Context: an optimization exercise on an open-source flow, tuned for small area, a short achievable clock period and few clock cycles. The choices shown serve that exercise and are no tape-out recipe.
Function was checked by simulation only, so behaviour that the tests miss may differ from the original.

==> v28: inputs <==
// US_CSC
module US_CSC (
   input  logic            Clock,
   input  logic            Resetn,
   output logic            SRAM_we_n,
   output logic   [17:0]   SRAM_address,
   input  logic   [15:0]   SRAM_read_data,
   output logic   [15:0]   SRAM_write_data,
   input  logic            US_CSC_enable,
   output logic            US_CSC_complete
);
==> flow/config.mk <==
export PLATFORM = sky130hd
export DESIGN_NAME = US_CSC
export DESIGN_NICKNAME = US_CSC
export VERILOG_FILES = /design/flow/design.v
export SDC_FILE = /design/flow/constraint.sdc
export NUM_CORES = 4
export LEC_CHECK = 0
export CAP_MARGIN = 20
export CORE_MARGIN = 2
export CORE_UTILIZATION = 40
export SLEW_MARGIN = 20
==> flow/constraint.sdc <==
create_clock -name core_clock -period 13.5 [get_ports {Clock}]
set_input_delay 2.7000 -clock core_clock [delete_from_list [all_inputs] [get_ports {Clock}]]
set_output_delay 2.7000 -clock core_clock [all_outputs]
set_load 0.01 [all_outputs]
standard.sh (not shown) runs the stock make flow with config.mk's settings and CLKGATE_MAP_FILE= SYNTH_SCRIPT=/design/flow/synth_recipe.tcl, a recipe that flattens the netlist after the stock synthesis.
==> flow/flow/run.sh <==
#!/bin/bash
# The standard ORFS layout (standard.sh: standard synthesis, the design's clock
# period and constraints), with these changes to how the layout is made:
#  - every input and output port still gets a buffer, but a plain buf_2 instead of
#    the clkdlybuf4s50_1 delay cell that buffer_ports picks by default;
#  - repair_timing keeps 9 ns of setup slack as margin, so it also shortens paths
#    that already meet the 13.5 ns clock (upsizing, buffering, pin swaps);
#  - 65% core utilization;
#  - clock tree from clkbuf_16 cells with sink clusters of at most 24 sinks / 60 um.
# make's output goes to standard_run.log; ORFS keeps each step's log under orfs/logs/.
bash standard.sh SETUP_SLACK_MARGIN=9 CORE_UTILIZATION=65 \
  "BUFFER_PORTS_ARGS=-buffer_cell sky130_fd_sc_hd__buf_2" \
  CTS_BUF_LIST=sky130_fd_sc_hd__clkbuf_16 CTS_CLUSTER_SIZE=24 CTS_CLUSTER_DIAMETER=60 \
  finish > standard_run.log 2>&1
==> inputs of v5, as changes to v28 <==
==> flow/flow/run.sh (replaced) <==
#!/bin/bash
# The standard ORFS layout (standard.sh: standard synthesis, the design's clock
# period and constraints), with these changes to how the layout is made:
#  - every input and output port still gets a buffer, but a plain buf_2 instead of
#    the clkdlybuf4s50_1 delay cell that buffer_ports picks by default;
#  - repair_timing keeps 9 ns of setup slack as margin, so it also shortens paths
#    that already meet the 13.5 ns clock (upsizing, buffering, pin swaps);
#  - 60% core utilization;
#  - clock tree from clkbuf_16 cells with sink clusters of at most 24 sinks / 60 um.
# make's output goes to standard_run.log; ORFS keeps each step's log under orfs/logs/.
bash standard.sh SETUP_SLACK_MARGIN=9 CORE_UTILIZATION=60 \
  "BUFFER_PORTS_ARGS=-buffer_cell sky130_fd_sc_hd__buf_2" \
  CTS_BUF_LIST=sky130_fd_sc_hd__clkbuf_16 CTS_CLUSTER_SIZE=24 CTS_CLUSTER_DIAMETER=60 \
  finish > standard_run.log 2>&1
==> inputs of v22, as changes to v28 <==
--- a/flow/design.v
+++ b/flow/design.v
@@ -51,15 +51,15 @@
    end
 end
 assign usel10 = (ph == 4'd3 || ph == 4'd6) ? ufr : {2'b00, sr[3]};
 assign usel = usel10[9] ? 8'd0 : (usel10[8] ? 8'hff : usel10[7:0]);
 assign rcl = rreg[10] ? 8'd0 : (rreg[9:8] != 2'd0 ? 8'hff : rreg[7:0]);
 assign gcl = greg[10] ? 8'd0 : (greg[9:8] != 2'd0 ? 8'hff : greg[7:0]);
 assign bcl = breg[10] ? 8'd0 : (breg[9:8] != 2'd0 ? 8'hff : breg[7:0]);
-assign vpc = (vp[7:0] & {8{vp[8]}}) | {8{vp[9]}};
+assign vpc = vp[9] ? 8'd0 : (vp[8] ? 8'hff : vp[7:0]);
 assign SRAM_write_data = osel1 ? {bufb, rcl} : (osel2 ? {bufg, bufb} : {rcl, gcl});
 wire dd_w1 = ta[1] ^ tf[1];
 wire dd_w2 = ta[1] & tf[1];
 wire dd_w3 = ta[2] ^ tf[2];
 wire dd_w4 = ta[2] & tf[2];
 wire dd_w5 = ta[3] ^ tf[3];
 wire dd_w6 = ta[3] & tf[3];
@@ -1506,16 +1506,16 @@
    fE <= de_o;
    fC <= {1'b0, tc} + {1'b0, td};
    ufr <= fo10;
    if (ph == 4'd2 || ph == 4'd5) yp <= SRAM_read_data[15:8];
    else                          yp <= ys;
    up <= usel;
    up3 <= {2'b00, usel} + {1'b0, usel, 1'b0};
-   if (ph == 4'd3 || ph == 4'd6) vp <= {~fo10[9] & fo10[8], ~fo10[9] & ~fo10[8], fo10[7:0]};
-   else                          vp <= {2'b01, sr[4]};
+   if (ph == 4'd3 || ph == 4'd6) vp <= fo10;
+   else                          vp <= {2'b00, sr[4]};
    ys <= SRAM_read_data[7:0];    
    if (ph == 4'd1 || ph == 4'd2 || ph == 4'd4 || ph == 4'd5) begin
       for (i = 0; i < 12; i = i + 1) sr[i] <= sr[i+1];
    end
    if (ph == 4'd3 || ph == 4'd4) begin
       sr[10] <= SRAM_read_data[15:8];
       sr[12] <= SRAM_read_data[7:0];
==> flow/flow/run.sh (replaced) <==
#!/bin/bash
# The standard ORFS layout (standard.sh: standard synthesis, the design's clock
# period and constraints), with these changes to how the layout is made:
#  - repair_timing keeps 9 ns of setup slack as margin, so it also shortens paths
#    that already meet the 13.5 ns clock (upsizing, buffering, pin swaps);
#  - 60% core utilization;
#  - clock tree from clkbuf_16 cells with sink clusters of at most 24 sinks / 60 um.
# make's output goes to standard_run.log; ORFS keeps each step's log under orfs/logs/.
bash standard.sh SETUP_SLACK_MARGIN=9 CORE_UTILIZATION=60 \
  CTS_BUF_LIST=sky130_fd_sc_hd__clkbuf_16 CTS_CLUSTER_SIZE=24 CTS_CLUSTER_DIAMETER=60 \
  finish > standard_run.log 2>&1
==> run summary <==
v22 finished clean. v5 completed without violations. v28 produced a clean layout. Of v22 and v5, v5 has the higher critical path depth (gap 10). Cell area: v5 is higher than v28 (about 0.6%). In v5 the clock-buffer cell count is lower than in v22, by 2. Synthesized cell count is the same in v28 and v5. Register-to-register slack, lowest first: v22, v5, v28. Against v5, the sequential share of layout area of v22 is lower by 0.54 points. Area after synthesis is about the same in v22 and v5.
Testbench counts of v28, summed over its fixed seeds: cycles 1,536,168.
Testbench counts of v5, summed over its fixed seeds: cycles 1,536,168.
Testbench counts of v22, summed over its fixed seeds: cycles 1,536,168.

## static timing again, ports no longer ideal
The flow's constraints put no driver on any port. The routed layouts listed below were extracted and timed again, unchanged, in two steps.
Step 1: set_driving_cell puts a clkbuf_16 on Clock and a buf_2 on each other input, an assumption about the parent block.
Step 2 also shifts input and output timing later by t, the mid clock arrival at the registers, as if the neighbouring blocks saw the same clock.
Three values: no drivers, after step 1, after step 2; two values: the first two.
run	shift t [ns]	setup WS [ns]	worst register clock-pin slew, ns	worst data-port slew with drivers (ns)	pins driven straight from the clock port
v28	0.611	9.116 / 9.058 / 9.130	0.09 / 0.09	0.04	1
v5	0.605	9.090 / 9.040 / 9.090	0.09 / 0.09	0.03	1
v22	0.598	8.951 / 8.896 / 9.003	0.09 / 0.09	0.04	1
After both steps every run listed still meets setup and hold.
